This is an optimization exercise on Yosys and OpenROAD, whose aim is a short achievable clock period and few clock cycles per item, not a production implementation.
Function was not checked in any run shown here: the RTL went through the layout flow alone.
The flow treats the clock pin as an ideal source, which a real chip does not have.
Power and IR drop assume default switching activity.

`flow/config.mk`:
```
export PLATFORM = sky130hd
export DESIGN_NAME = processor
export DESIGN_NICKNAME = processor
export VERILOG_FILES = /design/flow/design.v
export SDC_FILE = /design/flow/constraint.sdc
export NUM_CORES = 4
export LEC_CHECK = 0
export ABC_CLOCK_PERIOD_IN_PS = 1800
export CAP_MARGIN = 20
export CORE_MARGIN = 2
export CORE_UTILIZATION = 50
export CTS_BUF_LIST = sky130_fd_sc_hd__clkbuf_16
export CTS_CLUSTER_DIAMETER = 200
export CTS_CLUSTER_SIZE = 30
export SETUP_SLACK_MARGIN = 3.6
export SLEW_MARGIN = 20
```
`flow/constraint.sdc`:
```
create_clock -name core_clock -period 5.5 [get_ports {clk}]
set_input_delay 1.1000 -clock core_clock [delete_from_list [all_inputs] [get_ports {clk}]]
set_output_delay 1.1000 -clock core_clock [all_outputs]
set_load 0.01 [all_outputs]
```
`flow/design.v`:
```
`timescale 1ns / 1ps
module regfile(
	input clk,
	input rst,
	input write_enable,
	input [2:0] waddr,
	input [15:0] wdata,
	input [2:0] raddr,
	output [15:0] rdata
	);
	reg [15:0] regs [7:0];
	integer i;
	always @ (posedge clk) begin
		if (rst) begin
			for (i = 0; i < 8; i = i + 1)
				regs[i] <= 0;
		end else if (write_enable) begin
			regs[waddr] <= wdata;
		end
	end
	assign rdata = regs[raddr];
endmodule
`timescale 1ns / 1ps
module alu(
	input [15:0] wd,
	input [15:0] x,
	input cin,
	input [15:0] k,
	input s_sum,
	input s_shl,
	input s_k,
	input s_hold,
	input z,
	input z_cmp,
	input z_one,
	output [15:0] wd_next,
	output z_next
	);
	wire [15:0] p = wd ^ x;
	reg [16:0] g_l, p_l;
	reg [16:0] g_n, p_n;
	integer i, d;
	always @(*) begin
		g_l = {wd & x, cin};
		p_l = {p, 1'b0};
		for (d = 1; d < 17; d = d * 2) begin
			for (i = 0; i < 17; i = i + 1) begin
				if (i >= d) begin
					g_n[i] = g_l[i] | (p_l[i] & g_l[i - d]);
					p_n[i] = p_l[i] & p_l[i - d];
				end else begin
					g_n[i] = g_l[i];
					p_n[i] = p_l[i];
				end
			end
			g_l = g_n;
			p_l = p_n;
		end
	end
	wire [15:0] sum = p ^ g_l[15:0];
	wire eq = &p;
	assign wd_next = ({16{s_sum}} & sum) |
	                 ({16{s_shl}} & {wd[14:0], 1'b0}) |
	                 ({16{s_k}} & k) |
	                 ({16{s_hold}} & wd);
	assign z_next = z_one | (z_cmp & eq) | (~z_one & ~z_cmp & z);
endmodule
`timescale 1ns / 1ps
module processor(
	input clk,
	input rst,
	input [15:0] instruction,
	output reg [3:0] address,
	output reg [15:0] result,
	output reg retire
	);
	wire [3:0] f_op = instruction[15:12];
	wire f_jmp = (f_op == 4'b1000);
	wire f_br = (f_op == 4'b1100);
	wire [3:0] f_tgt = instruction[11:8];
	reg [15:0] ir;
	reg d_valid;
	reg d_pend;		 
	reg d_pred;		 
	reg [3:0] d_pc1;	 
	reg [3:0] d_pcn;	 
	reg pred;		 
	reg [15:0] wd;
	reg zero;
	reg e_valid;
	reg [2:0] e_ra;
	reg [3:0] e_pcn;
	reg [15:0] e_x;
	reg e_cin;
	reg [15:0] e_k;
	reg e_sum, e_shl, e_k_sel, e_hold;
	reg e_zcmp, e_zone;
	wire [15:0] wd_next;
	wire zero_next;
	wire [3:0] opcode = ir[15:12];
	wire [2:0] reg_a = ir[11:9];
	wire [2:0] reg_b = ir[8:6];
	wire [15:0] immediate = {{8{ir[7]}}, ir[7:0]};
	wire [3:0] jmp_addr = ir[11:8];
	wire d_subop = d_valid & ((opcode == 4'b0011) | (opcode == 4'b1011));
	wire mispredict = d_valid & d_pend & (zero_next ^ d_pred);
	wire [3:0] fix_pc = zero_next ? jmp_addr : d_pc1;
	wire f_guess = pred;
	wire f_taken = f_jmp | (f_br & (d_subop ? f_guess : zero_next));
	wire [3:0] f_next = f_taken ? f_tgt : address + 4'd1;
	wire [15:0] rf_b;
	regfile _regfile(
		.clk(clk),
		.rst(rst),
		.write_enable(e_valid),
		.waddr(e_ra),
		.wdata(wd),
		.raddr(reg_b),
		.rdata(rf_b)
	);
	alu _alu(
		.wd(wd),
		.x(e_x),
		.cin(e_cin),
		.k(e_k),
		.s_sum(e_sum),
		.s_shl(e_shl),
		.s_k(e_k_sel),
		.s_hold(e_hold),
		.z(zero),
		.z_cmp(e_zcmp),
		.z_one(e_zone),
		.wd_next(wd_next),
		.z_next(zero_next)
	);
	wire [15:0] data_b = (e_valid && reg_b == e_ra) ? wd : rf_b;
	wire same = (reg_a == reg_b);
	reg [15:0] d_x;
	reg d_cin;
	reg [15:0] d_k;
	reg d_sum, d_shl, d_k_sel, d_hold;
	reg d_zcmp, d_zone;
	always @(*) begin
		d_x = data_b;
		d_cin = 0;
		d_k = immediate;
		d_sum = 0;
		d_shl = 0;
		d_k_sel = 0;
		d_hold = 0;
		d_zcmp = 0;
		d_zone = 0;
		if (!d_valid) begin
			d_hold = 1;
		end else begin
			case (opcode)
				4'b0001: d_k_sel = 1;
				4'b0010: begin
					if (same) d_shl = 1;
					else d_sum = 1;
				end
				4'b1010: begin
					d_x = immediate;
					d_sum = 1;
				end
				4'b0011: begin
					d_x = ~data_b;
					d_cin = 1;
					if (same) begin
						d_k = 0;
						d_k_sel = 1;
						d_zone = 1;
					end else begin
						d_sum = 1;
						d_zcmp = 1;
					end
				end
				4'b1011: begin
					d_x = ~immediate;
					d_cin = 1;
					d_sum = 1;
					d_zcmp = 1;
				end
				4'b1110: begin
					d_k = data_b;
					if (same) d_hold = 1;
					else d_k_sel = 1;
				end
				default: d_hold = 1;
			endcase
		end
	end
	always @(posedge clk) begin
		if (rst) begin
			address <= 0;
			d_valid <= 0;
			d_pend <= 0;
			d_pred <= 0;
			d_pc1 <= 0;
			d_pcn <= 0;
			pred <= 0;
			wd <= 0;
			zero <= 0;
			e_valid <= 0;
			e_ra <= 0;
			e_pcn <= 0;
			e_sum <= 0;
			e_shl <= 0;
			e_k_sel <= 0;
			e_hold <= 1;
			e_zcmp <= 0;
			e_zone <= 0;
			result <= 0;
			retire <= 0;
		end else begin
			address <= mispredict ? fix_pc : f_next;
			d_valid <= ~mispredict;
			d_pend <= f_br & d_subop;
			d_pred <= f_guess;
			d_pc1 <= address + 4'd1;
			d_pcn <= f_next;
			if (d_valid & d_pend)
				pred <= zero_next;
			e_valid <= d_valid;
			e_ra <= reg_a;
			e_pcn <= d_pend ? fix_pc : d_pcn;
			e_sum <= d_sum;
			e_shl <= d_shl;
			e_k_sel <= d_k_sel;
			e_hold <= d_hold;
			e_zcmp <= d_zcmp;
			e_zone <= d_zone;
			wd <= wd_next;
			zero <= zero_next;
			result <= {e_pcn, 3'b000, zero_next, wd[7:0]};
			retire <= e_valid;
		end
	end
	always @(posedge clk) begin
		ir <= instruction;
		e_x <= d_x;
		e_cin <= d_cin;
		e_k <= d_k;
	end
endmodule
```
`flow/flow/run.sh`:
```
#!/bin/bash
# Standard ORFS layout with two changes:
#  1. synthesis and the later repair steps are not allowed some slow cells
#     (4-input OR/NOR stacks, 4:1 muxes and similar); the list in
#     flow/dont_use.txt is added to the platform's don't-use list;
#  2. after CTS the root buffer is removed, so the clock port drives the
#     tree's first level (two buffers) directly. Every register keeps the same
#     number of buffer levels.
set -euo pipefail
here=$(pwd)
du="$(make -s -C "$FLOW_HOME" DESIGN_CONFIG="$here/config.mk" WORK_HOME="$here/orfs_du" print-DONT_USE_CELLS | sed 's/^DONT_USE_CELLS: //') $(tr '\n' ' ' < "$here/flow/dont_use.txt")"
echo "DONT_USE_CELLS=$du" > "$here/dont_use_cells.log"
bash standard.sh cts "DONT_USE_CELLS=$du" > "$here/standard_cts.log" 2>&1
openroad -no_init -exit "$here/flow/drop_root.tcl" > "$here/drop_root.log" 2>&1
bash standard.sh finish "DONT_USE_CELLS=$du" > "$here/standard_finish.log" 2>&1
```
`flow/flow/dont_use.txt`:
```
sky130_fd_sc_hd__or4_*
sky130_fd_sc_hd__or4b_*
sky130_fd_sc_hd__or4bb_*
sky130_fd_sc_hd__nor4_*
sky130_fd_sc_hd__nor4b_*
sky130_fd_sc_hd__nor4bb_*
sky130_fd_sc_hd__o41a_*
sky130_fd_sc_hd__o41ai_*
sky130_fd_sc_hd__o2111a_*
sky130_fd_sc_hd__o2111ai_*
sky130_fd_sc_hd__a2111o_*
sky130_fd_sc_hd__a2111oi_*
sky130_fd_sc_hd__or3_*
sky130_fd_sc_hd__or3b_*
sky130_fd_sc_hd__nor3_*
sky130_fd_sc_hd__nor3b_*
sky130_fd_sc_hd__o311a_*
sky130_fd_sc_hd__o311ai_*
sky130_fd_sc_hd__o32a_*
sky130_fd_sc_hd__o32ai_*
sky130_fd_sc_hd__o31a_*
sky130_fd_sc_hd__o31ai_*
sky130_fd_sc_hd__maj3_*
sky130_fd_sc_hd__mux4_*
```
`flow/flow/drop_root.tcl`:
```
# Remove the clock tree's root buffer: the clock port then drives the first
# level of the tree directly. Reads and rewrites 4_cts.odb.
set base [file join [pwd] orfs results sky130hd bench base]
set P $::env(FLOW_HOME)/platforms/sky130hd
read_liberty $P/lib/sky130_fd_sc_hd__tt_025C_1v80.lib
read_db [file join $base 4_cts.odb]
read_sdc [file join $base 4_cts.sdc]
set block [ord::get_db_block]
set root [$block findInst clkbuf_0_clk]
if {$root eq "NULL"} { error "no root buffer clkbuf_0_clk" }
set innet [[$root findITerm A] getNet]
set onet [[$root findITerm X] getNet]
set n 0
foreach it [$onet getITerms] {
  if {[$it getInst] == $root} { continue }
  $it disconnect
  $it connect $innet
  incr n
}
if {$n > 4} { error "root buffer drives $n cells; the port may drive at most 4" }
[$root findITerm A] disconnect
[$root findITerm X] disconnect
odb::dbInst_destroy $root
odb::dbNet_destroy $onet
puts "root buffer removed; clock port now drives $n cells"
source $P/setRC.tcl
set_propagated_clock [all_clocks]
estimate_parasitics -placement
report_clock_latency
report_worst_slack -max
report_worst_slack -min
write_db [file join $base 4_cts.odb]
```
`flow/standard.sh`:
```
#!/bin/bash
# synth_recipe.tcl (not shown) runs the flow's synth.tcl, then flattens the netlist and writes it again
# the make line also repeats each setting of config.mk as NAME=value (left out here)
make -C /OpenROAD-flow-scripts/flow DESIGN_CONFIG=/design/flow/config.mk WORK_HOME=/design/flow/orfs CLKGATE_MAP_FILE= SYNTH_SCRIPT=/design/flow/synth_recipe.tcl "${@:-finish}"
```
==> impl_metrics.json, run 1 <==
{
  "status": "timing/DRC/antenna clean",
  "fill_cells": 1571,
  "die_area_um2": 22700,
  "path_max_fanout": 3,
  "total_leakage_power_nw": 5.41,
  "endpoint_kind": "register",
  "drt_iter0_drc": 748,
  "synth_cell_types": 58,
  "synth_edf_count": 128,
  "placementRows": 53,
  "final_layout_size_suffix_gt1_frac": 0.343,
  "place_congestion": 0.870,
  "first_pass_iters": 6,
  "ctsHoldBuffers": 0,
  "critical_path_class": "in2reg",
  "netlist.area_leader.share": 0.358,
  "synth_area_um2": 10700,
  "yosysTopAreaCell": "edfxtp_1",
  "rsz0062_at_grt": "yes",
  "post-route-drc-count": 0,
  "diodes": 0,
  "cp.arrival_ps": 2410,
  "grt_max_degree": 38,
  "start_kind": "input port",
  "ys.flop_type": "edfxtp_1",
  "die_h_um": 151,
  "drt-total-wl_mm": 31.4,
  "clk_latency_ps": 360,
  "final_cell_mix": "129 x and2_1, 128 x edfxtp_1, 70 x dfxtp_1",
  "clk_pin_slew_ps": 120,
  "ys_ff_latch": 237,
  "syn_avg_cell_area_um2": 11.0,
  "grt_pass1_wl_mm": 45.3,
  "reg2reg_depth": 9,
  "cap_violations": 0,
  "hp-class": "reg2reg",
  "wl_per_cell_um": 23.3,
  "worstPathRequired_ps": 5730,
  "layout.nets": 1105,
  "die_x_um": 151,
  "track_usage": 0.265,
  "finClkSkew_ps": 18.7,
  "async_flop_share": 0,
  "vias_per_cell": 5.95,
  "cts.sinks": 237,
  "total_power_mw": 3.48,
  "regArea_um2": 6120,
  "period_needed_ps": 2170,
  "drtAntennaViolNets": 0,
  "area_growth_pct": 31.3,
  "numCtsBuffers": 11,
  "clock.fmax_mhz": 460,
  "setup_violations": 0,
  "r2r_slack_ps": 3350,
  "layout_commonest_cell": "and2_1",
  "ys_top_cells_by_area": "edfxtp_1 36%, dfxtp_1 20%, and2_1 7.6%",
  "fin_setup_tns_ps": 0,
  "netlist_instances": 974,
  "ios": 39,
  "grt_pass1_vias": 7454,
  "io_buffers": 35,
  "finalCritPeriodShare": 0.395,
  "overflow": 0,
  "cts-root-buf": "clkbuf_16",
  "worst_slew_pin_slew_ps": 934,
  "slew_headroom": 0.377,
  "fin_cells": 1349,
  "ir_drop_mv": 0.209,
  "cts_max_level": 1,
  "multiInputGateArea_um2": 5360,
  "finalHoldViolCount": 0,
  "dp.cells": 1215,
  "cts_buffer_depth": 3,
  "hold_path_depth": 1,
  "yosys_warnings": 3,
  "core_area_um2": 21100,
  "drv_slew": 0,
  "start_util": 0.510,
  "vias": 8029,
  "cts_tree": "done",
  "antenna_found_initial": 0,
  "power_density_nw_per_um2": 247,
  "yosysSeqAreaShare": 0.561,
  "hpwlAfterDp_mm": 18.1
}
## state kept, by name (all words and copies together) (netlist names)
name / count
e_cin: 1
d_pcn: 4
e_zcmp: 1
d_pc1: 4
pred: 1
wd: 16
e_shl: 1
retire: 1
e_pcn: 4
e_sum: 1
e_hold: 1
ir: 16
e_x: 16
e_k: 16
d_valid: 1
e_k_sel: 1
result: 13
_regfile.regs: 128
d_pred: 1
e_ra: 3
d_pend: 1
e_valid: 1
address: 4
e_zone: 1
## through the flow
stage / hold slack, ps / cell area, µm² / setup slack, ps / util
CTS: 451 / 13000 / 3400 / 0.618
global route: 479 / 14100 / 3270 / 0.669
finish: 453 / 14100 / 3330 / 0.669
detailed placement: 429 / 11400 / 2580 / 0.541
global placement: 430 / 11400 / 2620 / 0.540
floorplan: 414 / 11100 / 3240 / -
## cells in the mapped netlist (8+ instances only)
cell / n
and2_1: 130
edfxtp_1: 128
dfxtp_1: 109
clkbuf_1: 53
nand2_1: 51
nor2_1: 48
nor2b_1: 47
mux2i_1: 41
a21oi_1: 40
o21ai_0: 39
a211oi_1: 35
nand3_1: 19
a222oi_1: 16
a22oi_1: 16
ha_1: 16
inv_1: 15
a21o_1: 14
xnor2_1: 13
xor2_1: 13
buf_2: 11
o211ai_1: 11
mux2_2: 10
a211o_1: 9
o22ai_1: 9
and3_1: 8
## critical path, stage by stage
cell and delay [ps]:
buf_8 100, nor2_4 110, nand2_2 70, a31o_4 220, a41oi_4 280, mux2i_2 310, mux2_4 200, nor2_2 30
## kinds of logic (layout without fill, tap and decap cells)
family                   count (synthesis)  in the layout  synth area share
buffers and inverters                   93            190            0.0370
flip-flops                             237            237             0.561
multiplexers                            52             52            0.0501
XOR/XNOR                                27             27            0.0227
other                                    1              3          0.000349
adder cells (fa/ha/maj)                 17             17            0.0205
AND/OR/NAND/NOR                        331            332             0.170
AO/OA/AOI/OAI                          216            216             0.139
## path summary, 6_finish.rpt
check                                          from               endpoint
worst min-delay path            e_pcn[0]$_SDFF_PP0_  result[12]$_SDFF_PP0_
worst max-delay path                instruction[13]  address[2]$_SDFF_PP0_
worst min register to register  e_pcn[0]$_SDFF_PP0_  result[12]$_SDFF_PP0_
worst max register to register       e_x[8]$_DFF_P_      wd[15]$_SDFF_PP0_
## power breakdown
group / leakage (nW) / internal (mW) / total [mW] / switching (mW)
registers: 2.25 / 1.94 / 2.01 / 0.0644
logic: 3.01 / 0.298 / 0.608 / 0.310
clock network: 0.154 / 0.340 / 0.870 / 0.530
total: 5.41 / 2.58 / 3.48 / 0.904
## layer usage
metal	global-route usage	vias to the layer above	wire length, µm
met2	0.425	304	15000
met4	0.0706	0	983
li1	-	3694	-
met3	0.0233	53	1740
met5	0	-	0
met1	0.388	3978	13700
## area by class of cell
cell class / instances / area share
sequential: 237 / 0.434
tap: 275 / 0.0244
inverter: 15 / 0.00425
clock inverter: 6 / 0.00168
timing repair buffer: 159 / 0.138
clock buffer: 10 / 0.0177
multi-input combinational: 647 / 0.380
## repair_timing
item / 4_1_cts / 5_1_grt
endpoints found under the hold margin: 0 / 0
gates resized for setup: 252 / 129
endpoints found under the setup margin: 309 / 331
gates cloned: 6 / 11
buffers inserted: 64 / 37
pin swaps: 59 / 76
==> run 2: changes to the inputs <==
--- a/flow/design.v
+++ b/flow/design.v
@@ -84,12 +84,14 @@
 	reg d_pred;		 
 	reg [3:0] d_pc1;	 
 	reg [3:0] d_pcn;	 
-	reg pred;		 
+	reg [15:0] pred;	 
 	reg [15:0] wd;
 	reg zero;
 	reg e_valid;
 	reg [2:0] e_ra;
 	reg [3:0] e_pcn;
+	reg e_pend, e_pred;
+	reg [3:0] e_pc1, e_tgt;
 	reg [15:0] e_x;
 	reg e_cin;
 	reg [15:0] e_k;
@@ -103,10 +105,12 @@
 	wire [15:0] immediate = {{8{ir[7]}}, ir[7:0]};
 	wire [3:0] jmp_addr = ir[11:8];
 	wire d_subop = d_valid & ((opcode == 4'b0011) | (opcode == 4'b1011));
-	wire mispredict = d_valid & d_pend & (zero_next ^ d_pred);
-	wire [3:0] fix_pc = zero_next ? jmp_addr : d_pc1;
-	wire f_guess = pred;
-	wire f_taken = f_jmp | (f_br & (d_subop ? f_guess : zero_next));
+	wire e_subop = e_zcmp | e_zone;
+	wire mispredict = e_pend & (zero ^ e_pred);
+	wire [3:0] fix_pc = zero ? e_tgt : e_pc1;
+	wire d_live = d_valid & ~mispredict;
+	wire f_unknown = d_subop | e_subop;
+	wire f_taken = f_jmp | (f_br & (f_unknown ? pred[address[3:0]] : zero));
 	wire [3:0] f_next = f_taken ? f_tgt : address + 4'd1;
 	wire [15:0] rf_b;
 	regfile _regfile(
@@ -150,7 +154,7 @@
 		d_hold = 0;
 		d_zcmp = 0;
 		d_zone = 0;
-		if (!d_valid) begin
+		if (!d_live) begin
 			d_hold = 1;
 		end else begin
 			case (opcode)
@@ -204,6 +208,10 @@
 			e_valid <= 0;
 			e_ra <= 0;
 			e_pcn <= 0;
+			e_pend <= 0;
+			e_pred <= 0;
+			e_pc1 <= 0;
+			e_tgt <= 0;
 			e_sum <= 0;
 			e_shl <= 0;
 			e_k_sel <= 0;
@@ -215,15 +223,19 @@
 		end else begin
 			address <= mispredict ? fix_pc : f_next;
 			d_valid <= ~mispredict;
-			d_pend <= f_br & d_subop;
-			d_pred <= f_guess;
+			d_pend <= f_br & f_unknown;
+			d_pred <= pred[address[3:0]];
 			d_pc1 <= address + 4'd1;
 			d_pcn <= f_next;
-			if (d_valid & d_pend)
-				pred <= zero_next;
-			e_valid <= d_valid;
+			if (e_pend)
+				pred[(e_pc1 - 4'd1) & 4'd15] <= zero;
+			e_valid <= d_live;
 			e_ra <= reg_a;
-			e_pcn <= d_pend ? fix_pc : d_pcn;
+			e_pcn <= d_pcn;
+			e_pend <= d_live & d_pend;
+			e_pred <= d_pred;
+			e_pc1 <= d_pc1;
+			e_tgt <= jmp_addr;
 			e_sum <= d_sum;
 			e_shl <= d_shl;
 			e_k_sel <= d_k_sel;
@@ -232,7 +244,7 @@
 			e_zone <= d_zone;
 			wd <= wd_next;
 			zero <= zero_next;
-			result <= {e_pcn, 3'b000, zero_next, wd[7:0]};
+			result <= {e_pend ? fix_pc : e_pcn, 3'b000, zero_next, wd[7:0]};
 			retire <= e_valid;
 		end
 	end
--- a/flow/config.mk
+++ b/flow/config.mk
@@ -11,6 +11,6 @@
 export CORE_UTILIZATION = 50
 export CTS_BUF_LIST = sky130_fd_sc_hd__clkbuf_16
 export CTS_CLUSTER_DIAMETER = 200
-export CTS_CLUSTER_SIZE = 30
+export CTS_CLUSTER_SIZE = 25
 export SETUP_SLACK_MARGIN = 3.6
 export SLEW_MARGIN = 20
==> run 2 against run 1 <==
Still clean on timing, DRC and antenna. Via count increased by 7.7%. Sequential power is 9% higher. Sequential share of layout area is 0.37 points higher. First-iteration DRC count is 13% higher. Die area grew 10%. Combinational power is 5.3% higher. Clock skew is 4.5 ps higher. Sequential cell count up 22. Worst hold slack got worse by 9.3 ps. Synthesized cell count is 13% higher. Design area up 6.1%. Critical endpoint is now address[0]$_SDFF_PP0_.
==> impl_metrics.json, run 2 <==
{
  "max_flop_register": "_regfile.regs",
  "total_power_mw": 3.91,
  "die_x_um": 158,
  "yosysSeqAreaShare": 0.544,
  "cts_max_level": 1,
  "start_util": 0.508,
  "numCtsBuffers": 14,
  "area_growth_pct": 26.0,
  "ir_drop_mv": 0.222,
  "finalCritPeriodShare": 0.386,
  "comb_power_share": 0.164,
  "antenna_found_initial": 0,
  "total_leakage_power_nw": 5.67,
  "drt-total-wl_mm": 34.0,
  "fin_area_um2": 15000,
  "path_max_fanout": 5,
  "layout_commonest_cell": "and2_1",
  "start_kind": "input port",
  "netlist.area_leader.share": 0.323,
  "synth_cell_types": 60,
  "critPathMaxStageDelay_ps": 510,
  "placementRows": 56,
  "place_congestion": 0.834,
  "hp-start": "d_pcn[2]$_SDFF_PP0_",
  "ys_ff_latch": 259,
  "fin_setup_tns_ps": 0,
  "yosys_warnings": 3,
  "netlist_instances": 1105,
  "layout.nets": 1217,
  "syn_avg_cell_area_um2": 10.8,
  "cap_violations": 0,
  "drt_iter0_drc": 844,
  "core_area_um2": 23400,
  "post-route-drc-count": 0,
  "final_layout_size_suffix_gt1_frac": 0.316,
  "p_clk_frac": 0.277,
  "diodes": 0,
  "switching_share": 0.265,
  "hpwlAfterDp_mm": 20.4,
  "power.switching_mw": 1.04,
  "cts.sinks": 259,
  "setup_violations": 0,
  "ios": 39,
  "cts_buffer_depth": 3,
  "p_seq_frac": 0.559,
  "cts_tree": "done",
  "ctsHoldBuffers": 0,
  "die_h_um": 158,
  "final_cell_mix": "131 x and2_1, 128 x edfxtp_1, 97 x dfxtp_1",
  "io_buffers": 35,
  "endpoint_kind": "register",
  "holdPathEnd": "e_pcn[2]$_SDFF_PP0_",
  "hp-class": "reg2reg",
  "vias_per_cell": 5.75,
  "fin_ws_ps": 3380,
  "status": "timing/DRC/antenna clean",
  "hold_path_depth": 1,
  "slew_headroom": 0.566,
  "drv_slew": 0,
  "critical_path_class": "in2reg",
  "overflow": 0,
  "reg2reg_depth": 8,
  "ys_top_cells_by_area": "edfxtp_1 32%, dfxtp_1 22%, and2_1 6.9%",
  "intPower_mw": 2.88,
  "vias": 8645,
  "worst_slew_pin_slew_ps": 650,
  "yosysTopAreaCell": "edfxtp_1",
  "clk_pin_slew_ps": 100,
  "wl_per_cell_um": 22.6,
  "async_flop_share": 0,
  "r2r_slack_ps": 3390,
  "rsz0062_at_grt": "yes",
  "synth_edf_count": 128,
  "crit_family": "buffers and inverters",
  "clk_latency_ps": 360,
  "crit_slowest_cell": "clkdlybuf4s50_1",
  "rr_startpoint": "address[1]$_SDFF_PP0_",
  "synthTopCellsByCount": "131 x and2_1, 131 x dfxtp_1, 128 x edfxtp_1",
  "drtAntennaViolNets": 0,
  "finalHoldViolCount": 0,
  "clock.fmax_mhz": 472,
  "cp.arrival_ps": 2360,
  "critical_path_buf_inv_count": 1,
  "grt_pass1_vias": 8271,
  "preCtsSetupSlack_ps": 2580,
  "crit_chain": "clkdlybuf4s50_1 > a31oi_4 > mux2i_2 > a21oi_1",
  "ys.flop_type": "dfxtp_1",
  "finClkSkew_ps": 23.2,
  "grt_pass1_wl_mm": 49.5,
  "track_usage": 0.265,
  "die_area_um2": 25000,
  "r2r_end": "address[0]$_SDFF_PP0_",
  "period_needed_ps": 2120,
  "synth_area_um2": 11900,
  "cts-root-buf": "clkbuf_16",
  "grt_max_degree": 72,
  "place_area_um2": 12500,
  "first_pass_iters": 6,
  "largest_register_ff_count": 128,
  "power_density_nw_per_um2": 261,
  "worstPathRequired_ps": 5740
}
## run 2: routing by layer
layer	wire length, µm	GRT usage
met1	15300	0.373
met2	15900	0.430
met3	1740	0.0298
met4	1140	0.0811
met5	0	0
## run 2: area by class of cell
type / instances / area, µm²
fill: 1899 / 8420
inverter: 21 / 86.3
timing repair buffer: 129 / 1440
multi-input combinational: 753 / 6100
sequential: 259 / 6560
tap: 319 / 399
clock buffer: 14 / 350
clock inverter: 8 / 42.5
## run 2: through the flow
stage | hold slack, ps | utilization | instances
6_report | 443 | 0.640 | 1503
5_1_grt | 458 | 0.640 | 1503
4_1_cts | 447 | 0.609 | 1480
3_5_place_dp | 423 | 0.534 | 1383
3_3_place_gp | 417 | 0.534 | 1383
2_1_floorplan | 412 | - | 1107
## run 2: what timing repair did
item / CTS / global route
cloned: 9 / 7
gates resized for setup: 267 / 113
pin swaps: 82 / 84
setup endpoints to repair: 271 / 344
buffers inserted: 65 / 17
## run 2: power groups by stage
stage | registers (mW) | clock network (mW) | logic, mW
after floorplan | 2.18 | 0 | 0.328
after global placement | 2.25 | 0 | 0.403
after detailed placement | 2.25 | 0 | 0.406
after CTS | 2.18 | 1.15 | 0.557
after global routing | 2.20 | 1.16 | 0.684
final | 2.19 | 1.09 | 0.640
## run 2: cells by family (layout without fill, tap and decap cells)
group	after synthesis	in the layout	share of synthesized area
AND/OR/NAND/NOR	377	385	0.171
flip-flops	259	259	0.544
adder cells (fa/ha/maj)	22	22	0.0238
AO/OA/AOI/OAI	245	246	0.141
other	1	3	0.000315
buffers and inverters	104	172	0.0397
multiplexers	70	70	0.0608
XOR/XNOR	27	27	0.0199
## run 2: worst max path at each step
stage	startpoint	endpoint	slack, ps	cells after the start
after detailed placement	rst	e_zone$_SDFF_PP0_	2580	7
after floorplan	rst	_regfile.regs[2][0]$_SDFFCE_PN0P_	3460	4
after global placement	result[8]$_SDFF_PP0_	e_x[8]$_DFF_P_	2550	7
after CTS	wd[0]$_SDFF_PP0_	wd[14]$_SDFF_PP0_	3370	8
final	instruction[14]	address[0]$_SDFF_PP0_	3380	4
after global routing	wd[0]$_SDFF_PP0_	wd[14]$_SDFF_PP0_	3300	8
==> run 3: changes to the inputs <==
==> flow/design.v (replaced) <==
`timescale 1ns / 1ps
module regfile #(
	parameter WIDTH = 8
	) (
	input clk,
	input rst,
	input write_enable,
	input [2:0] waddr,
	input [WIDTH-1:0] wdata,
	output [8*WIDTH-1:0] all
	);
	reg [WIDTH-1:0] regs [7:0];
	integer i;
	always @ (posedge clk) begin
		if (rst) begin
			for (i = 0; i < 8; i = i + 1)
				regs[i] <= 0;
		end else if (write_enable) begin
			regs[waddr] <= wdata;
		end
	end
	genvar j;
	generate
		for (j = 0; j < 8; j = j + 1) begin : flat
			assign all[WIDTH*j +: WIDTH] = regs[j];
		end
	endgenerate
endmodule
`timescale 1ns / 1ps
module alu(
	input [7:0] wd,
	input [7:0] x,
	input cin,
	input shift_in,
	input s_sum,
	input s_shl,
	input s_x,
	input s_hold,
	output [7:0] wd_next,
	output cout,
	output eq
	);
	wire [9:0] add = {1'b0, wd, 1'b1} + {1'b0, x, cin};
	wire [8:0] sum = add[9:1];
	assign cout = sum[8];
	assign eq = &(wd ^ x);
	wire [7:0] other = ({8{s_shl}} & {wd[6:0], shift_in}) |
	                   ({8{s_x}} & x) |
	                   ({8{s_hold}} & wd);
	assign wd_next = s_sum ? sum[7:0] : other;
endmodule
`timescale 1ns / 1ps
module processor(
	input clk,
	input rst,
	input [15:0] instruction,
	output reg [3:0] address,
	output reg [15:0] result,
	output reg retire
	);
	reg [7:0] wd_lo;	 
	reg [7:0] wd_hi;	 
	reg zero;		 
	reg [15:0] pred;	 
	wire [3:0] f_op = instruction[15:12];
	wire [2:0] f_ra = instruction[11:9];
	wire [2:0] f_rb = instruction[8:6];
	wire [3:0] f_tgt = instruction[11:8];
	wire f_jmp = (f_op == 4'b1000);
	wire f_br = (f_op == 4'b1100);
	reg d_valid;
	reg [15:0] d_ir;
	reg d_pend, d_pred;
	reg [3:0] d_pc1, d_pcn;
	reg d_load, d_add, d_addi, d_sub, d_subi, d_mov, d_same;
	reg d_byp;		 
	reg [7:0] d_sel;	 
	reg e_valid;
	reg [2:0] e_ra;
	reg [7:0] e_x;
	reg e_cin;
	reg e_sum, e_shl, e_xsel, e_hold;
	reg e_zcmp, e_zone;
	reg e_pend, e_pred;
	reg [3:0] e_pc1, e_pcn, e_tgt;
	reg e_byp;
	reg [7:0] e_sel;
	reg e_use_b, e_use_i, e_neg, e_sign;
	reg h_valid;
	reg [2:0] h_ra;
	reg [7:0] h_x;
	reg h_c8, h_b7, h_eqlo;
	reg [7:0] h_a;
	reg h_sum, h_shl, h_xsel, h_hold;
	reg h_zcmp, h_zone;
	reg h_pend, h_pred;
	reg [3:0] h_pc1, h_pcn, h_tgt;
	wire mispredict = h_pend & (zero ^ h_pred);
	wire [3:0] fix_pc = zero ? h_tgt : h_pc1;
	wire d_live = d_valid & ~mispredict;
	wire e_live = e_valid & ~mispredict;
	wire f_unknown = d_valid & (d_sub | d_subi) | e_zcmp | e_zone | h_zcmp | h_zone;
	wire f_taken = f_jmp | (f_br & (f_unknown ? pred[address[3:0]] : zero));
	wire [3:0] f_pc1 = address + 4'd1;
	wire [3:0] f_next = f_taken ? f_tgt : f_pc1;
	wire f_byp = d_valid & (f_rb == d_ir[11:9]);
	wire [63:0] rf_lo, rf_hi;
	wire [7:0] wd_lo_next, wd_hi_next;
	wire c8, eq_lo, eq_hi;
	regfile #(.WIDTH(8)) _regfile_lo(
		.clk(clk),
		.rst(rst),
		.write_enable(e_live),
		.waddr(e_ra),
		.wdata(wd_lo),
		.all(rf_lo)
	);
	regfile #(.WIDTH(8)) _regfile_hi(
		.clk(clk),
		.rst(rst),
		.write_enable(h_valid),
		.waddr(h_ra),
		.wdata(wd_hi),
		.all(rf_hi)
	);
	wire [7:0] imm = d_ir[7:0];
	wire d_use_b = (d_add | d_sub | d_mov) & ~d_same;
	wire d_use_i = d_load | d_addi | d_subi;
	wire d_neg = d_sub & ~d_same | d_subi;
	reg [7:0] d_b;
	integer k;
	always @(*) begin
		d_b = {8{d_byp}} & wd_lo;
		for (k = 0; k < 8; k = k + 1)
			d_b = d_b | ({8{d_sel[k]}} & rf_lo[8*k +: 8]);
	end
	wire [7:0] d_x = (({8{d_use_b}} & d_b) | ({8{d_use_i}} & imm)) ^ {8{d_neg}};
	alu _alu_lo(
		.wd(wd_lo),
		.x(e_x),
		.cin(e_cin),
		.shift_in(1'b0),
		.s_sum(e_sum & ~mispredict),
		.s_shl(e_shl & ~mispredict),
		.s_x(e_xsel & ~mispredict),
		.s_hold(e_hold | mispredict),
		.wd_next(wd_lo_next),
		.cout(c8),
		.eq(eq_lo)
	);
	reg [7:0] e_b;
	always @(*) begin
		e_b = {8{e_byp}} & wd_hi;
		for (k = 0; k < 8; k = k + 1)
			e_b = e_b | ({8{e_sel[k]}} & rf_hi[8*k +: 8]);
	end
	wire [7:0] e_xh = (({8{e_use_b}} & e_b) | ({8{e_use_i & e_sign}})) ^ {8{e_neg}};
	alu _alu_hi(
		.wd(wd_hi),
		.x(h_x),
		.cin(h_c8),
		.shift_in(h_b7),
		.s_sum(h_sum),
		.s_shl(h_shl),
		.s_x(h_xsel),
		.s_hold(h_hold),
		.wd_next(wd_hi_next),
		.cout(),
		.eq(eq_hi)
	);
	wire zero_next = h_zone | (h_zcmp & h_eqlo & eq_hi) | (~h_zone & ~h_zcmp & zero);
	always @(posedge clk) begin
		if (rst) begin
			address <= 0;
			wd_lo <= 0;
			wd_hi <= 0;
			zero <= 0;
			pred <= 0;
			d_valid <= 0;
			d_pend <= 0;
			e_valid <= 0;
			e_sum <= 0;
			e_shl <= 0;
			e_xsel <= 0;
			e_hold <= 1;
			e_zcmp <= 0;
			e_zone <= 0;
			e_pend <= 0;
			h_valid <= 0;
			h_sum <= 0;
			h_shl <= 0;
			h_xsel <= 0;
			h_hold <= 1;
			h_zcmp <= 0;
			h_zone <= 0;
			h_pend <= 0;
			retire <= 0;
		end else begin
			address <= mispredict ? fix_pc : f_next;
			d_valid <= ~mispredict;
			d_pend <= f_br & f_unknown;
			e_valid <= d_live;
			e_sum <= d_live & ((d_add | d_sub) & ~d_same | d_addi | d_subi);
			e_shl <= d_live & d_add & d_same;
			e_xsel <= d_live & (d_load | d_mov & ~d_same | d_sub & d_same);
			e_hold <= ~d_live | ~(d_load | d_add | d_addi | d_sub | d_subi | d_mov) | d_mov & d_same;
			e_zcmp <= d_live & (d_sub & ~d_same | d_subi);
			e_zone <= d_live & d_sub & d_same;
			e_pend <= d_live & d_pend;
			wd_lo <= wd_lo_next;
			h_valid <= e_live;
			h_sum <= e_sum & ~mispredict;
			h_shl <= e_shl & ~mispredict;
			h_xsel <= e_xsel & ~mispredict;
			h_hold <= e_hold | mispredict;
			h_zcmp <= e_zcmp & ~mispredict;
			h_zone <= e_zone & ~mispredict;
			h_pend <= e_pend & ~mispredict;
			wd_hi <= wd_hi_next;
			zero <= zero_next;
			if (h_pend)
				pred[(h_pc1 - 4'd1) & 4'd15] <= zero;
			retire <= h_valid;
		end
	end
	always @(posedge clk) begin
		d_ir <= instruction;
		d_pred <= pred[address[3:0]];
		d_pc1 <= f_pc1;
		d_pcn <= f_next;
		d_load <= (f_op == 4'b0001);
		d_add <= (f_op == 4'b0010);
		d_addi <= (f_op == 4'b1010);
		d_sub <= (f_op == 4'b0011);
		d_subi <= (f_op == 4'b1011);
		d_mov <= (f_op == 4'b1110);
		d_same <= (f_ra == f_rb);
		d_byp <= f_byp;
		for (k = 0; k < 8; k = k + 1)
			d_sel[k] <= ~f_byp & (f_rb == k);
		e_ra <= d_ir[11:9];
		e_x <= d_x;
		e_cin <= d_neg;
		e_pred <= d_pred;
		e_pc1 <= d_pc1;
		e_pcn <= d_pcn;
		e_tgt <= d_ir[11:8];
		e_byp <= d_byp;
		e_sel <= d_sel;
		e_use_b <= d_use_b;
		e_use_i <= d_use_i;
		e_neg <= d_neg;
		e_sign <= d_ir[7];
		h_ra <= e_ra;
		h_x <= e_xh;
		h_c8 <= c8;
		h_b7 <= wd_lo[7];
		h_eqlo <= eq_lo;
		h_a <= wd_lo;
		h_pred <= e_pred;
		h_pc1 <= e_pc1;
		h_pcn <= e_pcn;
		h_tgt <= e_tgt;
		result <= {h_pend ? fix_pc : h_pcn, 3'b000, zero_next, h_a};
	end
endmodule
==> run 3 against run 2 <==
Wire length fell by 15%. First-iteration DRC count is 30% lower. Count of clock-buffer cells in the layout unchanged. Worst setup slack better by 51 ps. Combinational power shrank 24%. Register-to-register slack improved by 80 ps. Core utilization shrank 4.6 points. Critical path depth decreased by 2. Sequential share of layout area is 8.9 points higher. Design area decreased by 6.8%.
==> impl_metrics.json, run 3 <==
{
  "status": "timing/DRC/antenna clean",
  "worstPathRequired_ps": 4400,
  "clk_latency_ps": 370,
  "diodes": 0,
  "drv_slew": 0,
  "placementRows": 56,
  "clock.fmax_mhz": 483,
  "setup_violations": 0,
  "finClkSkew_ps": 15.5,
  "total_leakage_power_nw": 5.11,
  "numCtsBuffers": 15,
  "rsz0062_at_grt": "yes",
  "place_congestion": 0.814,
  "synthTopCellsByCount": "171 x dfxtp_1, 137 x and2_1, 128 x edfxtp_1",
  "area_growth_pct": 16.8,
  "grt_use_met2": 0.360,
  "start_util": 0.509,
  "layout_commonest_cell": "dfxtp_1",
  "vias_per_cell": 5.67,
  "grt_use_met3": 0.0210,
  "yosysSeqAreaShare": 0.608,
  "hpwlAfterDp_mm": 19.8,
  "preCtsSetupSlack_ps": 1750,
  "overflow": 0,
  "power_density_nw_per_um2": 296,
  "antenna_found_initial": 0,
  "worst_slew_pin_slew_ps": 633,
  "hp-class": "reg2reg",
  "first_pass_iters": 5,
  "netlist_instances": 1020,
  "endpoint_kind": "primary output",
  "track_usage": 0.231,
  "cts_max_level": 1,
  "cts_tree": "done",
  "post-route-drc-count": 0,
  "synth_most_common_cell": "dfxtp_1",
  "vias": 7808,
  "ctsHoldBuffers": 0,
  "die_h_um": 159,
  "cts_buffer_depth": 3,
  "drtAntennaViolNets": 0,
  "die_area_um2": 25100,
  "period_needed_ps": 2070,
  "synth_edf_count": 128,
  "die_x_um": 159,
  "synth_cell_types": 59,
  "slew_headroom": 0.577,
  "grt-busiest-layer": "met2",
  "netlist.area_leader.share": 0.322,
  "io_buffers": 35,
  "wl_per_cell_um": 21.0,
  "yosysTopAreaCell": "edfxtp_1",
  "path_max_fanout": 3,
  "ys_ff_latch": 299,
  "syn_avg_cell_area_um2": 11.7,
  "ir_drop_mv": 0.183,
  "async_flop_share": 0,
  "largestRegisters": "_regfile_hi.regs x64, _regfile_lo.regs x64, pred x16",
  "final_layout_size_suffix_gt1_frac": 0.223,
  "grt_pass1_vias": 7484,
  "ys_top_cells_by_area": "edfxtp_1 32%, dfxtp_1 29%, and2_1 7.2%",
  "core_area_um2": 23500,
  "grt_max_degree": 28,
  "cts-root-buf": "clkbuf_16",
  "drt_iter0_drc": 589,
  "final_cell_mix": "141 x dfxtp_1, 135 x and2_1, 128 x edfxtp_1",
  "layout.nets": 1092,
  "synth_area_um2": 11900,
  "critical_path_class": "reg2out",
  "drt-total-wl_mm": 29.0,
  "cp.arrival_ps": 970,
  "yosys_warnings": 2,
  "cts.sinks": 299,
  "finalCritPeriodShare": 0.376,
  "start_kind": "register",
  "gr-usage-met1": 0.354,
  "ys.flop_type": "dfxtp_1",
  "clk_pin_slew_ps": 100,
  "grt_pass1_wl_mm": 43.7,
  "cap_violations": 0,
  "fin_ws_ps": 3430,
  "fin_setup_tns_ps": 0,
  "total_power_mw": 4.14,
  "ios": 39,
  "finalHoldViolCount": 0
}
-- run 3: changes by cell type after synthesis, sizes merged, moves of 11 or more --
cell | before | now
mux2 | 18 | 3
xnor2 | 20 | 37
a22oi | 0 | 24
o21ai | 47 | 32
nor2b | 51 | 5
a221oi | 2 | 20
mux2i | 52 | 17
nand2 | 72 | 36
nor2 | 56 | 67
a21oi | 77 | 54
a211oi | 35 | 6
buf | 27 | 13
dfxtp | 131 | 171
-- run 3: repair_timing --
item / CTS / global route
setup buffers: 22 / 16
endpoints found under the setup margin: 341 / 315
hold endpoints to repair: 0 / 0
cloned: 0 / 2
pin swaps: 15 / 39
gates resized for setup: 163 / 87
-- run 3: stage by stage --
step                hold slack, ps  utilization  std cells  area, µm²
finish                         327        0.595       1378      14000
floorplan                      310            -       1022      12300
global placement               310        0.544       1314      12800
detailed placement             312        0.544       1314      12800
global route                   338        0.595       1378      14000
CTS                            331        0.575       1361      13500
-- run 3: layer usage --
metal  wire length [µm]  up-vias  share of wire
met1              13900     3822           0.48
met3               1390       40          0.048
met4                682        0          0.024
li1                   -     3734              -
met5                  0        -              0
met2              13000      212           0.45
-- run 3: kinds of logic after synthesis --
kind of cell,after synthesis,share of synthesized area
other,1,0.000314
AND/OR/NAND/NOR,323,0.148
flip-flops,299,0.608
adder cells (fa/ha/maj),23,0.0253
AO/OA/AOI/OAI,221,0.133
multiplexers,20,0.0180
XOR/XNOR,43,0.0328
buffers and inverters,90,0.0339
-- run 3: worst paths after layout --
path | startpoint | end | slack (ps) | cells past startpoint
worst max-delay path | address[3]$_SDFF_PP0_ | address[3] | 3430 | 2
worst min-delay path | d_pc1[2]$_DFF_P_ | e_pc1[2]$_DFF_P_ | 330 | 0
worst max register to register | address[3]$_SDFF_PP0_ | address[3]$_SDFF_PP0_ | 3470 | 8
worst min register to register | d_pc1[2]$_DFF_P_ | e_pc1[2]$_DFF_P_ | 330 | 0
-- run 3: power breakdown --
part / leakage, nW / internal, mW / switching (mW) / total [mW]
Clock: 0.225 / 0.474 / 0.661 / 1.13
Combinational: 2.14 / 0.221 / 0.268 / 0.489
Sequential: 2.75 / 2.42 / 0.0951 / 2.51
Total: 5.11 / 3.11 / 1.02 / 4.14
-- run 3: cell type report --
cell class | instances | area (µm²)
fill | 1913 | 9520
sequential | 299 | 7340
multi-input combinational | 633 | 4990
timing repair buffer | 77 | 709
tap | 319 | 399
clock buffer | 14 | 350
inverter | 26 | 118
clock inverter | 10 | 42.5
-- run 3: worst max-delay path, stage by stage (launching register included) --
cell	delay, ps
dfxtp_4	380
buf_6	120
buf_6	110
==> run 4: changes to the inputs <==
--- a/flow/design.v
+++ b/flow/design.v
@@ -40,14 +40,33 @@
 	output cout,
 	output eq
 	);
-	wire [9:0] add = {1'b0, wd, 1'b1} + {1'b0, x, cin};
-	wire [8:0] sum = add[9:1];
-	assign cout = sum[8];
+	wire [7:0] p = wd ^ x;
+	reg [8:0] g_l, p_l, g_n, p_n;
+	integer i, d;
+	always @(*) begin
+		g_l = {wd & x, cin};
+		p_l = {p, 1'b0};
+		for (d = 1; d < 9; d = d * 2) begin
+			for (i = 0; i < 9; i = i + 1) begin
+				if (i >= d) begin
+					g_n[i] = g_l[i] | (p_l[i] & g_l[i - d]);
+					p_n[i] = p_l[i] & p_l[i - d];
+				end else begin
+					g_n[i] = g_l[i];
+					p_n[i] = p_l[i];
+				end
+			end
+			g_l = g_n;
+			p_l = p_n;
+		end
+	end
+	wire [7:0] sum = p ^ g_l[7:0];
+	assign cout = g_l[8];
 	assign eq = &(wd ^ x);
 	wire [7:0] other = ({8{s_shl}} & {wd[6:0], shift_in}) |
 	                   ({8{s_x}} & x) |
 	                   ({8{s_hold}} & wd);
-	assign wd_next = s_sum ? sum[7:0] : other;
+	assign wd_next = s_sum ? sum : other;
 endmodule
 `timescale 1ns / 1ps
 module processor(
@@ -61,7 +80,8 @@
 	reg [7:0] wd_lo;	 
 	reg [7:0] wd_hi;	 
 	reg zero;		 
-	reg [15:0] pred;	 
+	reg pred;		 
+	reg [3:0] pc_n;		 
 	wire [3:0] f_op = instruction[15:12];
 	wire [2:0] f_ra = instruction[11:9];
 	wire [2:0] f_rb = instruction[8:6];
@@ -74,7 +94,9 @@
 	reg [3:0] d_pc1, d_pcn;
 	reg d_load, d_add, d_addi, d_sub, d_subi, d_mov, d_same;
 	reg d_byp;		 
+	reg d_byp2;		 
 	reg [7:0] d_sel;	 
+	reg [7:0] d_selh;	 
 	reg e_valid;
 	reg [2:0] e_ra;
 	reg [7:0] e_x;
@@ -100,19 +122,21 @@
 	wire d_live = d_valid & ~mispredict;
 	wire e_live = e_valid & ~mispredict;
 	wire f_unknown = d_valid & (d_sub | d_subi) | e_zcmp | e_zone | h_zcmp | h_zone;
-	wire f_taken = f_jmp | (f_br & (f_unknown ? pred[address[3:0]] : zero));
-	wire [3:0] f_pc1 = address + 4'd1;
+	wire f_taken = f_jmp | (f_br & (f_unknown ? pred : zero));
+	wire [3:0] pc = ~pc_n;
+	wire [3:0] f_pc1 = pc + 4'd1;
 	wire [3:0] f_next = f_taken ? f_tgt : f_pc1;
 	wire f_byp = d_valid & (f_rb == d_ir[11:9]);
+	wire f_byp2 = ~f_byp & e_valid & (f_rb == e_ra);
 	wire [63:0] rf_lo, rf_hi;
 	wire [7:0] wd_lo_next, wd_hi_next;
 	wire c8, eq_lo, eq_hi;
 	regfile #(.WIDTH(8)) _regfile_lo(
 		.clk(clk),
 		.rst(rst),
-		.write_enable(e_live),
-		.waddr(e_ra),
-		.wdata(wd_lo),
+		.write_enable(h_valid),
+		.waddr(h_ra),
+		.wdata(h_a),
 		.all(rf_lo)
 	);
 	regfile #(.WIDTH(8)) _regfile_hi(
@@ -130,7 +154,7 @@
 	reg [7:0] d_b;
 	integer k;
 	always @(*) begin
-		d_b = {8{d_byp}} & wd_lo;
+		d_b = ({8{d_byp}} & wd_lo) | ({8{d_byp2}} & h_a);
 		for (k = 0; k < 8; k = k + 1)
 			d_b = d_b | ({8{d_sel[k]}} & rf_lo[8*k +: 8]);
 	end
@@ -172,6 +196,7 @@
 	always @(posedge clk) begin
 		if (rst) begin
 			address <= 0;
+			pc_n <= 4'hf;
 			wd_lo <= 0;
 			wd_hi <= 0;
 			zero <= 0;
@@ -197,6 +222,7 @@
 			retire <= 0;
 		end else begin
 			address <= mispredict ? fix_pc : f_next;
+			pc_n <= ~(mispredict ? fix_pc : f_next);
 			d_valid <= ~mispredict;
 			d_pend <= f_br & f_unknown;
 			e_valid <= d_live;
@@ -219,13 +245,13 @@
 			wd_hi <= wd_hi_next;
 			zero <= zero_next;
 			if (h_pend)
-				pred[(h_pc1 - 4'd1) & 4'd15] <= zero;
+				pred <= zero;
 			retire <= h_valid;
 		end
 	end
 	always @(posedge clk) begin
 		d_ir <= instruction;
-		d_pred <= pred[address[3:0]];
+		d_pred <= pred;
 		d_pc1 <= f_pc1;
 		d_pcn <= f_next;
 		d_load <= (f_op == 4'b0001);
@@ -236,8 +262,11 @@
 		d_mov <= (f_op == 4'b1110);
 		d_same <= (f_ra == f_rb);
 		d_byp <= f_byp;
-		for (k = 0; k < 8; k = k + 1)
-			d_sel[k] <= ~f_byp & (f_rb == k);
+		d_byp2 <= f_byp2;
+		for (k = 0; k < 8; k = k + 1)
+			d_sel[k] <= ~f_byp & ~f_byp2 & (f_rb == k);
+		for (k = 0; k < 8; k = k + 1)
+			d_selh[k] <= ~f_byp & (f_rb == k);
 		e_ra <= d_ir[11:9];
 		e_x <= d_x;
 		e_cin <= d_neg;
@@ -246,7 +275,7 @@
 		e_pcn <= d_pcn;
 		e_tgt <= d_ir[11:8];
 		e_byp <= d_byp;
-		e_sel <= d_sel;
+		e_sel <= d_selh;
 		e_use_b <= d_use_b;
 		e_use_i <= d_use_i;
 		e_neg <= d_neg;
--- a/flow/flow/run.sh
+++ b/flow/flow/run.sh
@@ -1,7 +1,7 @@
 #!/bin/bash
 # Standard ORFS layout with two changes:
 #  1. synthesis and the later repair steps are not allowed some slow cells
-#     (4-input OR/NOR stacks, 4:1 muxes and similar); the list in
+#     (4-input OR/NOR stacks, 4:1 muxes, adder cells and similar); the list in
 #     flow/dont_use.txt is added to the platform's don't-use list;
 #  2. after CTS the root buffer is removed, so the clock port drives the
 #     tree's first level (two buffers) directly. Every register keeps the same
--- a/flow/flow/dont_use.txt
+++ b/flow/flow/dont_use.txt
@@ -22,3 +22,5 @@
 sky130_fd_sc_hd__o31ai_*
 sky130_fd_sc_hd__maj3_*
 sky130_fd_sc_hd__mux4_*
+sky130_fd_sc_hd__fa_*
+sky130_fd_sc_hd__ha_*
==> run 4 against run 3 <==
Largest power group unchanged. Clock power hardly changed. Wire length rose by 6.2%. Worst setup slack improved by 18 ps. Still clean.
==> impl_metrics.json, run 4 <==
{
  "status": "timing/DRC/antenna clean",
  "critPathMaxStageDelay_ps": 310,
  "cts_buffer_depth": 3,
  "place_congestion": 0.915,
  "grt_max_degree": 27,
  "netlist.area_leader.share": 0.335,
  "start_kind": "input port",
  "crit_path_start": "instruction[13]",
  "clk_pin_slew_ps": 100,
  "yosysTopAreaCell": "edfxtp_1",
  "ys_top_cells_by_area": "edfxtp_1 33%, dfxtp_1 29%, and2_1 7.5%",
  "yosysSeqAreaShare": 0.630,
  "synth_area_um2": 11500,
  "synth_cell_types": 61,
  "crit_family": "compound AO/OA/AOI/OAI gates",
  "crit_end": "pc_n[2]$_SDFF_PP1_",
  "die_area_um2": 24200,
  "layout.nets": 1018,
  "vias": 7682,
  "start_util": 0.508,
  "r2r_end": "wd_lo[7]$_SDFF_PP0_",
  "endpoint_kind": "register",
  "drv_slew": 0,
  "cts_max_level": 1,
  "cts.sinks": 297,
  "cts-root-buf": "clkbuf_16",
  "slew_headroom": 0.511,
  "cts_tree": "done",
  "final_cell_mix": "145 x dfxtp_1, 133 x and2_1, 128 x edfxtp_1",
  "crit_chain": "buf_8 > nor2_4 > nand2_2 > a31oi_4 > buf_12 > mux2_4 > a21oi_4 > or2_1",
  "drt-total-wl_mm": 30.8,
  "whs_ps": 326,
  "finalCritPeriodShare": 0.373,
  "antenna_found_initial": 0,
  "fin_cells": 1292,
  "placementRows": 55,
  "path_max_fanout": 4,
  "critical_path_buf_inv_count": 2,
  "final_layout_size_suffix_gt1_frac": 0.181,
  "cp.depth": 8,
  "finalHoldViolCount": 0,
  "die_x_um": 156,
  "ir_drop_mv": 0.242,
  "io_buffers": 35,
  "total_leakage_power_nw": 4.90,
  "ctsHoldBuffers": 0,
  "critical_path_class": "in2reg",
  "layout_commonest_cell": "dfxtp_1",
  "worst_slew_pin_slew_ps": 733,
  "worstPathRequired_ps": 5800,
  "syn_avg_cell_area_um2": 11.8,
  "synth_most_common_cell": "dfxtp_1",
  "yosys_warnings": 3,
  "grt_pass1_vias": 7052,
  "ios": 39,
  "r2r_slack_ps": 3560,
  "async_flop_share": 0,
  "ys.flop_type": "dfxtp_1",
  "crit_slowest_cell": "mux2_4",
  "clock.fmax_mhz": 487,
  "drt_iter0_drc": 986,
  "die_h_um": 156,
  "area_growth_pct": 13.5,
  "numCtsBuffers": 15,
  "synth_edf_count": 128,
  "track_usage": 0.249,
  "ys_ff_latch": 297,
  "overflow": 0,
  "core_area_um2": 22600,
  "rsz0062_at_grt": "yes",
  "first_pass_iters": 7,
  "finClkSkew_ps": 18.8,
  "hpwlAfterDp_mm": 20.7,
  "fill_cells": 1834,
  "cp.arrival_ps": 2360,
  "period_needed_ps": 2050,
  "fin_setup_tns_ps": 0,
  "hp-class": "reg2reg",
  "post-route-drc-count": 0,
  "cap_violations": 0,
  "drtAntennaViolNets": 0,
  "grt_pass1_wl_mm": 44.6,
  "vias_per_cell": 5.95,
  "synthTopCellsByCount": "169 x dfxtp_1, 137 x and2_1, 128 x edfxtp_1",
  "netlist_instances": 969,
  "dp.cells": 1220,
  "wl_per_cell_um": 23.8,
  "rr_startpoint": "zero$_SDFF_PP0_",
  "largestRegisters": "_regfile_hi.regs x64, _regfile_lo.regs x64, result x13",
  "clk_latency_ps": 370,
  "setup_violations": 0,
  "power_density_nw_per_um2": 304,
  "reg2reg_depth": 5
}
-- run 4: cell count changes after synthesis, moves of 6 or more --
| cell | previous run | this run |
|---|---|---|
| nand2_1 | 35 | 26 |
| buf_1 | 3 | 11 |
| o21ai_0 | 28 | 8 |
| mux2i_1 | 17 | 7 |
| nor2_1 | 67 | 73 |
| a22o_1 | 16 | 25 |
| a222oi_1 | 20 | 14 |
| and3_1 | 11 | 5 |
| nand3_1 | 23 | 14 |
| xor2_1 | 6 | 19 |
| a32o_1 | 10 | 1 |
| inv_1 | 24 | 14 |
| a221oi_1 | 20 | 29 |
| ha_1 | 21 | 0 |
-- run 4: cell families (layout without fill, tap and decap cells) --
group / after synthesis / in the layout / synth area share
multiplexers: 10 / 10 / 0.00905
other: 1 / 5 / 0.000327
buffers and inverters: 89 / 115 / 0.0360
AO/OA/AOI/OAI: 214 / 214 / 0.139
AND/OR/NAND/NOR: 299 / 307 / 0.141
flip-flops: 297 / 297 / 0.630
XOR/XNOR: 59 / 59 / 0.0457
-- run 4: cell type report --
class / instances / area [µm²] / share of cell area
antenna: 2 / 5.00 / 0.000384
inverter: 15 / 56.3 / 0.00432
clock inverter: 7 / 27.5 / 0.00211
clock buffer: 14 / 350 / 0.0269
tap: 285 / 357 / 0.0274
multi-input combinational: 593 / 4200 / 0.322
sequential: 297 / 7280 / 0.559
timing repair buffer: 79 / 753 / 0.0578
-- run 4: through the flow --
step | area, µm² | total power [mW] | util | setup slack, ps
2_1_floorplan | 11700 | 2.72 | - | 3310
3_3_place_gp | 12000 | 2.84 | 0.533 | 2100
3_5_place_dp | 12000 | 2.85 | 0.533 | 2030
4_1_cts | 12600 | 3.99 | 0.560 | 3400
5_1_grt | 13000 | 4.09 | 0.577 | 3410
6_report | 13000 | 3.97 | 0.577 | 3450
-- run 4: metal layers --
| layer | vias up | share of wire | track usage |
|---|---|---|---|
| met5 | - | 0 | 0 |
| met2 | 371 | 0.43 | 0.364 |
| met1 | 3739 | 0.45 | 0.375 |
| met4 | 0 | 0.024 | 0.0642 |
| met3 | 49 | 0.10 | 0.0568 |
| li1 | 3523 | - | - |
-- run 4: how the worst min path moves through the flow --
stage	startpoint	end	slack, ps	cells past startpoint
after floorplan	d_pc1[0]$_DFF_P_	e_pc1[0]$_DFF_P_	310	0
after global placement	e_pcn[1]$_DFF_P_	h_pcn[1]$_DFF_P_	310	0
after detailed placement	e_pcn[1]$_DFF_P_	h_pcn[1]$_DFF_P_	310	0
after CTS	e_pc1[2]$_DFF_P_	h_pc1[2]$_DFF_P_	330	0
after global routing	e_pc1[2]$_DFF_P_	h_pc1[2]$_DFF_P_	340	0
final	e_pc1[2]$_DFF_P_	h_pc1[2]$_DFF_P_	330	0
-- run 4: repair_timing --
action	CTS	global route
pin swaps	21	25
gates resized for setup	139	75
setup endpoints to repair	340	296
cloned	8	4
setup buffers	21	16
-- run 4: report_power, final --
| group | total [mW] | internal, mW | switching (mW) |
|---|---|---|---|
| sequential | 2.53 | 2.40 | 0.122 |
| combinational | 0.307 | 0.143 | 0.164 |
| clock | 1.13 | 0.469 | 0.665 |

[afterwards: timing with drivers on the ports]
How much do the figures lean on ideal ports? The routed layouts below were timed once more, with nothing changed but the port constraints.
Step 1: set_driving_cell puts a clkbuf_16 on clk and a buf_2 on each other input, an assumption about the parent block.
Step 2 also shifts input and output timing later by t, the mid clock arrival at the registers, as if the neighbouring blocks saw the same clock.
a / b / c = ideal / step 1 / step 2; a / b = the first two.
run	shift t [ns]	setup WS [ns]	worst setup path after step 2
run 1	0.409	3.328 / 3.350 / 2.944	input to register
run 2	0.414	3.380 / 3.384 / 3.008	input to register
run 3	0.424	3.430 / 3.365 / 2.992	input to register
run 4	0.418	3.448 / 3.469 / 3.050	input to register
After both steps setup and hold are still met in every run listed. For run 3, which loses most, drivers alone change the setup slack by -0.065 ns; drivers and shift together by -0.438 ns.
